Background: an optimization exercise with open tools, aiming at small area, a short achievable clock period and few clock cycles per item. Do not read the settings as production practice.
In this exercise RTL edits were held to simulation tests only and were not proved equivalent to the original.

==> flow/design.v (outline; a module is shown in full before it is edited, if it fits) <==
// module Det: 2279 lines
// module fa: 6 lines
// module ha: 6 lines
// module pk_n: 6 lines
// module pk_p: 6 lines
// module gk_n: 5 lines
// module gk_p: 5 lines
// module xn2: 5 lines
// module nd2: 5 lines
module Det (clock, reset, go, readAddress, writeAddress,
            WE, readbus, writebus, overflow, finished);
  // ...
==> flow/flow/run.sh <==
#!/bin/bash
# Standard ORFS layout, with repair_timing aiming for extra setup slack
# (the clock period and constraints are the design's own), the smallest
# buffer on each port, and ABC sizing cells for a 1 fF output load.
set -euo pipefail
export SETUP_SLACK_MARGIN=${FLOW_SETUP_MARGIN:-9}
export BUFFER_PORTS_ARGS="-buffer_cell sky130_fd_sc_hd__buf_1"
bash standard.sh ABC_LOAD_IN_FF=1 finish > standard.log 2>&1
==> flow/standard.sh <==
#!/bin/bash
# synth_recipe.tcl (not shown) runs the flow's synth.tcl, then flattens the netlist and writes it again
# the make line also repeats each setting of config.mk as NAME=value (left out here)
make -C /OpenROAD-flow-scripts/flow DESIGN_CONFIG=/design/flow/config.mk WORK_HOME=/design/flow/orfs CLKGATE_MAP_FILE= SYNTH_SCRIPT=/design/flow/synth_recipe.tcl "${@:-finish}"
==> flow/config.mk <==
export PLATFORM = sky130hd
export DESIGN_NAME = Det
export DESIGN_NICKNAME = Det
export VERILOG_FILES = /design/flow/design.v
export SDC_FILE = /design/flow/constraint.sdc
export NUM_CORES = 4
export LEC_CHECK = 0
export CAP_MARGIN = 20
export CORE_MARGIN = 2
export CORE_UTILIZATION = 65
export PLACE_DENSITY = 0.85
export SLEW_MARGIN = 20
export SYNTH_HIERARCHICAL = 1
==> flow/constraint.sdc <==
create_clock -name core_clock -period 15.0 [get_ports {clock}]
set_input_delay 3.0000 -clock core_clock [delete_from_list [all_inputs] [get_ports {clock}]]
set_output_delay 3.0000 -clock core_clock [all_outputs]
set_load 0.01 [all_outputs]
==> flow_summary.ini, run 1 <==
[run_status]
outcome = complete, no violations

[placed_design]
pre_cts_ws_ns = 8.81

[global_routing]
grt_pass1_wl_um = 115000
gr-usage-met2 = 0.635
track_usage = 0.389

[yosys]
synth-xor-area-share = 0.193
synth_cell_types = 57
synth-compound-area-share = 0.188
synth_edf_count = 16

[critical_path]
crit_path_frequent_cell = fa_1
r2r-start = OPm[6]$_SDFF_PP0_
critPathKind = reg -> reg
critPathMaxFanout = 28
critPathCaptureType = flop

[cells_and_area]
nNonClkInverters = 22
fillers = 2740
nets = 2813
buffers_excl_clock = 120

[run]
maxCapViolCount = 0

[floorplanning]
ios = 84
die_y_um = 196

[sta]
slew_headroom = 0.384
skew_ns = 0.0192

[clock_tree]
cts-root-buf = clkbuf_16
ctsResizeCount = 23
Testbench counts, summed over its fixed seeds: cycles 5,128, dets 320.
==> run 2, diff against run 1 <==
--- a/flow/config.mk
+++ b/flow/config.mk
@@ -8,6 +8,5 @@
 export CAP_MARGIN = 20
 export CORE_MARGIN = 2
 export CORE_UTILIZATION = 65
-export PLACE_DENSITY = 0.85
 export SLEW_MARGIN = 20
 export SYNTH_HIERARCHICAL = 1
==> run 2 against run 1 <==
Compared with the run above:
- still clean on timing, DRC and antenna
- final cell count fell by 0.11%
- first-iteration DRC count fell by 13%
- critical path depth fell by 1
- register-to-register slack barely moved
- critical path type unchanged
==> flow_summary.ini, run 2 <==
[hold_path]
min_from = P[16]$_DFF_P_
holdPathEnd = OPn[1]$_SDFF_PP0_
whs_path_depth = 1
min_path_type = reg -> reg

[floorplanning]
rows = 70
die_y_um = 196
start_util = 0.657
ios = 84
core_um2 = 36300
die_x_um = 196
dieArea_um2 = 38300

[yosys]
synth_top_flop_cell = dfxtp_1
synth_fa_ha_area_frac = 0.317
synth_area_per_cell_um2 = 9.55
synth_warnings = 7
synth-compound-area-share = 0.188
synth_cells = 2500
synth-seq-area-share = 0.161
ys_ff_latch = 184
synthTopCellsByCount = xnor2_1, a22oi_1, fa_1
synth_area_um2 = 23900
yosys-top-cells-area = fa_1, xnor2_1, dfxtp_1, a22oi_1, ha_1
synth_edf_count = 16
yosys-mux-area-fraction = 0.0159
synth-xor-area-share = 0.193
netlist.top_cell.by_area = fa_1
synth_top_family_by_area = adder cells
yosysMostFrequentCell = xnor2_1
yosys.area_share.simple = 0.0755
synth_top_area_share = 0.283
synth_cell_types = 57
synthArstFlopShare = 0

[clock_tree]
numCtsBuffers = 17
clk_path_buf_depth = 2
insertion_delay_ns = 0.46
clkTransAtPathRegs_ns = 0.08
cts_setup_buffers = 0
cts-root-buf = clkbuf_16
cts_max_level = 4
ctsHoldBuffers = 0
tritoncts = done
cts_sinks = 184

[sta]
tns_ns = 0
slew_headroom = 0.385
slew_violations = 0
worst_pin_slew_ns = 0.922
setup_viol = 0
final-hold-violation-count = 0
clock.fmax_mhz = 170
period_share = 0.392
hold_ws_ns = 0.427
skew_ns = 0.0174
min_period_ns = 5.88
rsz0062_at_grt = yes

[cells_and_area]
layout_commonest_cell = xnor2_1
finish.utilization = 0.683
nets = 2810
final_area_um2 = 24800
fillers = 2962
drive_gt1_frac = 0.0738
most-common-layout-cells = xnor2_1, a22oi_1, fa_1
syn2layout_area_growth_pct = 3.96
antenna_cells = 0

[detailed_routing]
antenna_left = 0
wl_per_cell_um = 25.4
via_count = 19400
wirelength_um = 72400
drt_iter0_drc = 2334
drt-pass1-iter-count = 6
drc = 0
vias_per_cell = 6.81

[critical_path]
r2r-start = M[10]$_DFF_P_
critPathSlowestCell = dfxtp_2
critPathMaxStageDelay_ns = 0.66
rrSetupSlack_ns = 9.12
critPathKind = reg -> reg
required_ns = 15.34
crit_path_frequent_cell = fa_1
r2r-end = M[31]$_DFF_P_
critPathCaptureType = flop
worstPathArrival_ns = 6.23
crit_path_cell_trace = a22oi_1 > xnor2_1 > fa_1 > fa_1 > fa_1 > fa_1 > ha_1 > nor2b_1 > fa_1 > fa_1 > xnor2_2 > o21ai_1 > a21oi_1 > o21ai_1 > a21oi_1 > o21ai_1 > xnor2_1
critPathMaxFanout = 18
start_kind = flop
rr_worst_depth = 17

[global_routing]
grt_pass1_vias = 20100
grt_start_max_net_pins = 51
overflow = 0
track_usage = 0.386
grt_pass1_wl_um = 113000
antenna_found_initial = 2

[placed_design]
post_dp_cell_area_um2 = 24000
port_buffers = 72
place_congestion = 1.03
hpwl_um = 52900

[run]
maxCapViolCount = 0

[run_status]
outcome = complete, no violations
-- run 2: per-module statistics from Yosys (local to each module, per instance), excerpt --
module	cells inside	area, um^2	copies in the design	flops+latches
Det	1850	15300	1	184
gk_p	1	5.00	20	0
ha	1	12.5	31	0
nd2	1	3.75	31	0
pk_n	2	8.76	42	0
pk_p	2	8.76	52	0
xn2	1	8.76	32	0
-- run 2: repair_timing --
action	CTS	global route
pin swaps	0	1
setup endpoints to repair	15	17
resized for setup	23	42
-- run 2: worst max path at each step --
stage	from	endpoint	slack, ns	cells after the start
after floorplan	OPm[8]$_SDFF_PP0_	M[26]$_DFF_P_	9.40	18
after global placement	M[16]$_DFF_P_	M[27]$_DFF_P_	8.76	17
after detailed placement	M[16]$_DFF_P_	M[31]$_DFF_P_	8.70	17
after CTS	OPn[9]$_SDFF_PP0_	M[31]$_DFF_P_	9.00	15
after global routing	OPm[0]$_SDFF_PP0_	M[24]$_DFF_P_	8.92	18
final	M[10]$_DFF_P_	M[31]$_DFF_P_	9.12	17
-- run 2: cell families after synthesis --
| logic type | count (synthesis) |
|---|---|
| AOI/OAI and AO/OA | 658 |
| and+or+nand+nor | 401 |
| adders and majority gates | 402 |
| muxes | 34 |
| buffers and inverters | 294 |
| other | 2 |
| DFF | 184 |
| xor gates and xnor gates | 525 |
-- run 2: critical path: cells and delay by family, from the launching register on --
family,cells,cell delay (ns)
AOI/OAI and AO/OA,6,1.02
adders and majority gates,7,3.04
xor gates and xnor gates,3,0.72
DFF,1,0.66
and+or+nand+nor,1,0.32
-- run 2: per-stage QoR --
| step | setup slack, ns | instances |
|---|---|---|
| floorplan | 9.40 | 2509 |
| global placement | 8.76 | 2822 |
| detailed placement | 8.70 | 2822 |
| CTS | 9.00 | 2854 |
| global route | 8.92 | 2854 |
| finish | 9.12 | 2854 |
-- run 2: cell type report --
type | count | area [um^2] | share of cell area
Multi-Input combinational cell | 2031 | 19000 | 0.764
Sequential cell | 184 | 3920 | 0.158
Timing Repair Buffer | 117 | 642 | 0.0259
Tap cell | 468 | 586 | 0.0236
Clock buffer | 17 | 425 | 0.0171
Clock inverter | 15 | 189 | 0.00761
Inverter | 22 | 82.6 | 0.00333
-- run 2: metal layers --
layer / vias to the layer above / global-route usage / wire (um)
met5: - / 0 / 0
met2: 1278 / 0.638 / 34900
li1: 8252 / - / -
met3: 243 / 0.0617 / 6780
met1: 9667 / 0.493 / 26800
met4: 0 / 0.199 / 3890
==> run 3, diff against run 2 <==
==> flow/flow/run.sh (replaced) <==
#!/bin/bash
# Standard ORFS layout, with repair_timing aiming for extra setup slack
# (the clock period and constraints are the design's own), the smallest
# buffer on each port, ABC sizing cells for a 1 fF output load, and a clock
# tree of smaller buffers without dummy loads.
set -euo pipefail
export SETUP_SLACK_MARGIN=${FLOW_SETUP_MARGIN:-9}
export BUFFER_PORTS_ARGS="-buffer_cell sky130_fd_sc_hd__buf_1"
export CTS_ARGS="-sink_clustering_enable -repair_clock_nets -dont_use_dummy_load -root_buf sky130_fd_sc_hd__clkbuf_8 -buf_list sky130_fd_sc_hd__clkbuf_8"
bash standard.sh ABC_LOAD_IN_FF=1 finish > standard.log 2>&1
==> run 3 against run 2 <==
Compared with the run above:
- critical endpoint unchanged
- fmax rose by 0.62%
- worst setup slack improved by 0.036 ns
- critical path depth rose by 1
- sequential share of layout area rose by 0.23 points
- routed wire length fell by 0.28%
- clock-buffer cell count did not move
- via count fell by 0.24%
==> flow_summary.ini, run 3 <==
[clock_tree]
numCtsBuffers = 17
insertion_delay_ns = 0.51
clk_path_buf_depth = 2
ctsHoldBuffers = 0
cts_sinks = 184
cts-root-buf = clkbuf_8
cts_max_level = 4
clkTransAtPathRegs_ns = 0.11
tritoncts = done

[yosys]
synth_top_flop_cell = dfxtp_1
synth_cell_types = 57
synth-seq-area-share = 0.161
synth_area_per_cell_um2 = 9.55
synth_edf_count = 16
synth_area_um2 = 23900
netlist.top_cell.by_area = fa_1
synthTopCellsByCount = xnor2_1, a22oi_1, fa_1
ys_ff_latch = 184
synthArstFlopShare = 0
synth_warnings = 7
yosysMostFrequentCell = xnor2_1
synth_top_area_share = 0.283
synth_cells = 2500
yosys-top-cells-area = fa_1, xnor2_1, dfxtp_1, a22oi_1, ha_1

[placed_design]
post_dp_cell_area_um2 = 24000
port_buffers = 72
hpwl_um = 52900
place_congestion = 1.03

[detailed_routing]
drc = 0
wirelength_um = 72100
drt_iter0_drc = 2307
antenna_left = 0
wl_per_cell_um = 25.4
via_count = 19400
vias_per_cell = 6.83
drt-pass1-iter-count = 8

[sta]
slew_violations = 0
tns_ns = 0
slew_headroom = 0.391
skew_ns = 0.0400
final-hold-violation-count = 0
worst_pin_slew_ns = 0.913
rsz0062_at_grt = no
setup_viol = 0
clock.fmax_mhz = 171
min_period_ns = 5.85
period_share = 0.390

[cells_and_area]
drive_gt1_frac = 0.0696
fillers = 3020
nets = 2810
final_area_um2 = 24500
most-common-layout-cells = xnor2_1, a22oi_1, fa_1
layout_commonest_cell = xnor2_1
syn2layout_area_growth_pct = 2.44
final-seq-area_um2 = 3920
multi_input_area_um2 = 19000

[critical_path]
cp.depth = 18
worstPathArrival_ns = 6.21
required_ns = 15.36
start_kind = flop
r2r-end = M[31]$_DFF_P_
r2r-start = M[1]$_DFF_P_
crit_path_frequent_cell = fa_1
crit_path_end = M[31]$_DFF_P_
critPathSlowestCell = fa_1
critPathKind = reg -> reg
cp_top_family = adder cells
critPathMaxStageDelay_ns = 0.60
crit_path_cell_trace = buf_4 > a22oi_1 > xnor2_1 > fa_1 > fa_1 > fa_1 > ha_1 > ha_1 > nor2b_1 > fa_1 > fa_1 > xnor2_1 > nor2_1 > a21oi_1 > o21ai_1 > a21oi_1 > o21ai_1 > xnor2_1
critPathMaxFanout = 14
critPathCaptureType = flop
rrSetupSlack_ns = 9.15
path_buf_inv = 1
rr_worst_depth = 18
startpoint = M[1]$_DFF_P_

[hold_path]
min_path_type = reg -> reg

[floorplanning]
dieArea_um2 = 38300
die_y_um = 196
die_x_um = 196
core_um2 = 36300
ios = 84
rows = 70
start_util = 0.657

[global_routing]
overflow = 0
grt_start_max_net_pins = 51
antenna_found_initial = 1
grt_pass1_vias = 20000
track_usage = 0.382
grt_pass1_wl_um = 112000

[run]
maxCapViolCount = 0

[run_status]
outcome = complete, no violations
-- run 3: changes by cell type in the layout (fill, tap and decap cells not counted), moves of 3 or more --
cell / delta
inv_6: -3
clkbuf_16: -17
inv_8: -3
clkbuf_8: +17
clkinv_8: -7
-- run 3: worst min path at each step --
stage                        from                end  depth (start not counted)
floorplan           P[16]$_DFF_P_  OPn[1]$_SDFF_PP0_                          1
global placement    P[16]$_DFF_P_  OPn[1]$_SDFF_PP0_                          1
detailed placement  P[16]$_DFF_P_  OPn[1]$_SDFF_PP0_                          1
CTS                 P[16]$_DFF_P_  OPn[1]$_SDFF_PP0_                          1
global route        P[16]$_DFF_P_  OPn[1]$_SDFF_PP0_                          1
finish              P[16]$_DFF_P_  OPn[1]$_SDFF_PP0_                          1
-- run 3: per-stage QoR --
step	hold slack, ns	utilization	setup WS (ns)	instances
4_1_cts	0.437	0.669	9.01	2839
5_1_grt	0.470	0.673	8.99	2839
3_3_place_gp	0.412	0.661	8.76	2822
3_5_place_dp	0.419	0.661	8.70	2822
6_report	0.436	0.673	9.15	2840
2_1_floorplan	0.398	-	9.40	2509
-- run 3: final cells by class --
| cell class | count | area share |
|---|---|---|
| antenna | 1 | 0.000102 |
| clock buffer | 17 | 0.00957 |
| inverter | 22 | 0.00338 |
| timing repair buffer | 117 | 0.0261 |
| tap | 468 | 0.0239 |
| multi-input combinational | 2031 | 0.777 |
| sequential | 184 | 0.160 |
-- run 3: Yosys stat by module, one instance, submodules excluded --
module,flip-flops and latches,cell area (um^2),cells inside,times used
Det,184,15300,1850,1
fa,0,20.0,1,338
gk_n,0,5.00,1,10
gk_p,0,5.00,1,20
ha,0,12.5,1,31
nd2,0,3.75,1,31
pk_n,0,8.76,2,42
pk_p,0,8.76,2,52
xn2,0,8.76,1,32
-- run 3: cell families (layout without fill, tap and decap cells) --
logic type               count (synthesis)  in the layout  share of synthesized area
AO/OA/AOI/OAI                          658            658                      0.188
adder cells (fa/ha/maj)                402            402                      0.317
flip-flops                             184            184                      0.161
other                                    2             12                   0.000315
XOR/XNOR                               525            525                      0.193
multiplexers                            34             34                     0.0159
buffers and inverters                  294            156                     0.0492
AND/OR/NAND/NOR                        401            401                     0.0755
-- run 3: what timing repair did --
| action | CTS | global route |
|---|---|---|
| resized for setup | 24 | 44 |
| setup endpoints to repair | 15 | 17 |
| pin swaps | 0 | 2 |
| setup buffers | 0 | 0 |
-- run 3: layer usage --
metal / routed length, um / part of all wire / GRT usage / vias up
li1: - / - / - / 8240
met1: 27000 / 0.37 / 0.492 / 9694
met2: 34600 / 0.48 / 0.632 / 1217
met3: 6580 / 0.091 / 0.0583 / 242
met4: 3950 / 0.055 / 0.192 / 0
met5: 0 / 0 / 0 / -

==> re-timing with driven ports <==
The flow's constraints put no driver on any port. The routed layouts listed below were extracted and timed again, unchanged, in two steps. Step 1: set_driving_cell puts a clkbuf_16 on clock and a buf_2 on each other input, an assumption about the parent block. Step 2 moves the port delays by t, midway between the first and last clock arrival at a register: inputs arrive t later, outputs are due t later. That takes back most of the time a late clock gives input paths. Three values: ideal ports, drivers, drivers and shift; two values: the first two.
run	shift t [ns]	setup slack, ns	worst setup path after step 2	worst register clock-pin slew, ns	worst data-port slew with drivers (ns)
run 1	0.510	9.120 / 9.120 / 8.782	input to register	0.09 / 0.09	0.03
run 2	0.516	9.119 / 9.119 / 8.759	input to register	0.09 / 0.09	0.04
run 3	0.541	9.155 / 9.155 / 8.741	input to register	0.11 / 0.11	0.04
After both steps every run listed still meets setup and hold. For run 3, which loses most, drivers alone change the setup slack by 0.000 ns; drivers and shift together by -0.414 ns.
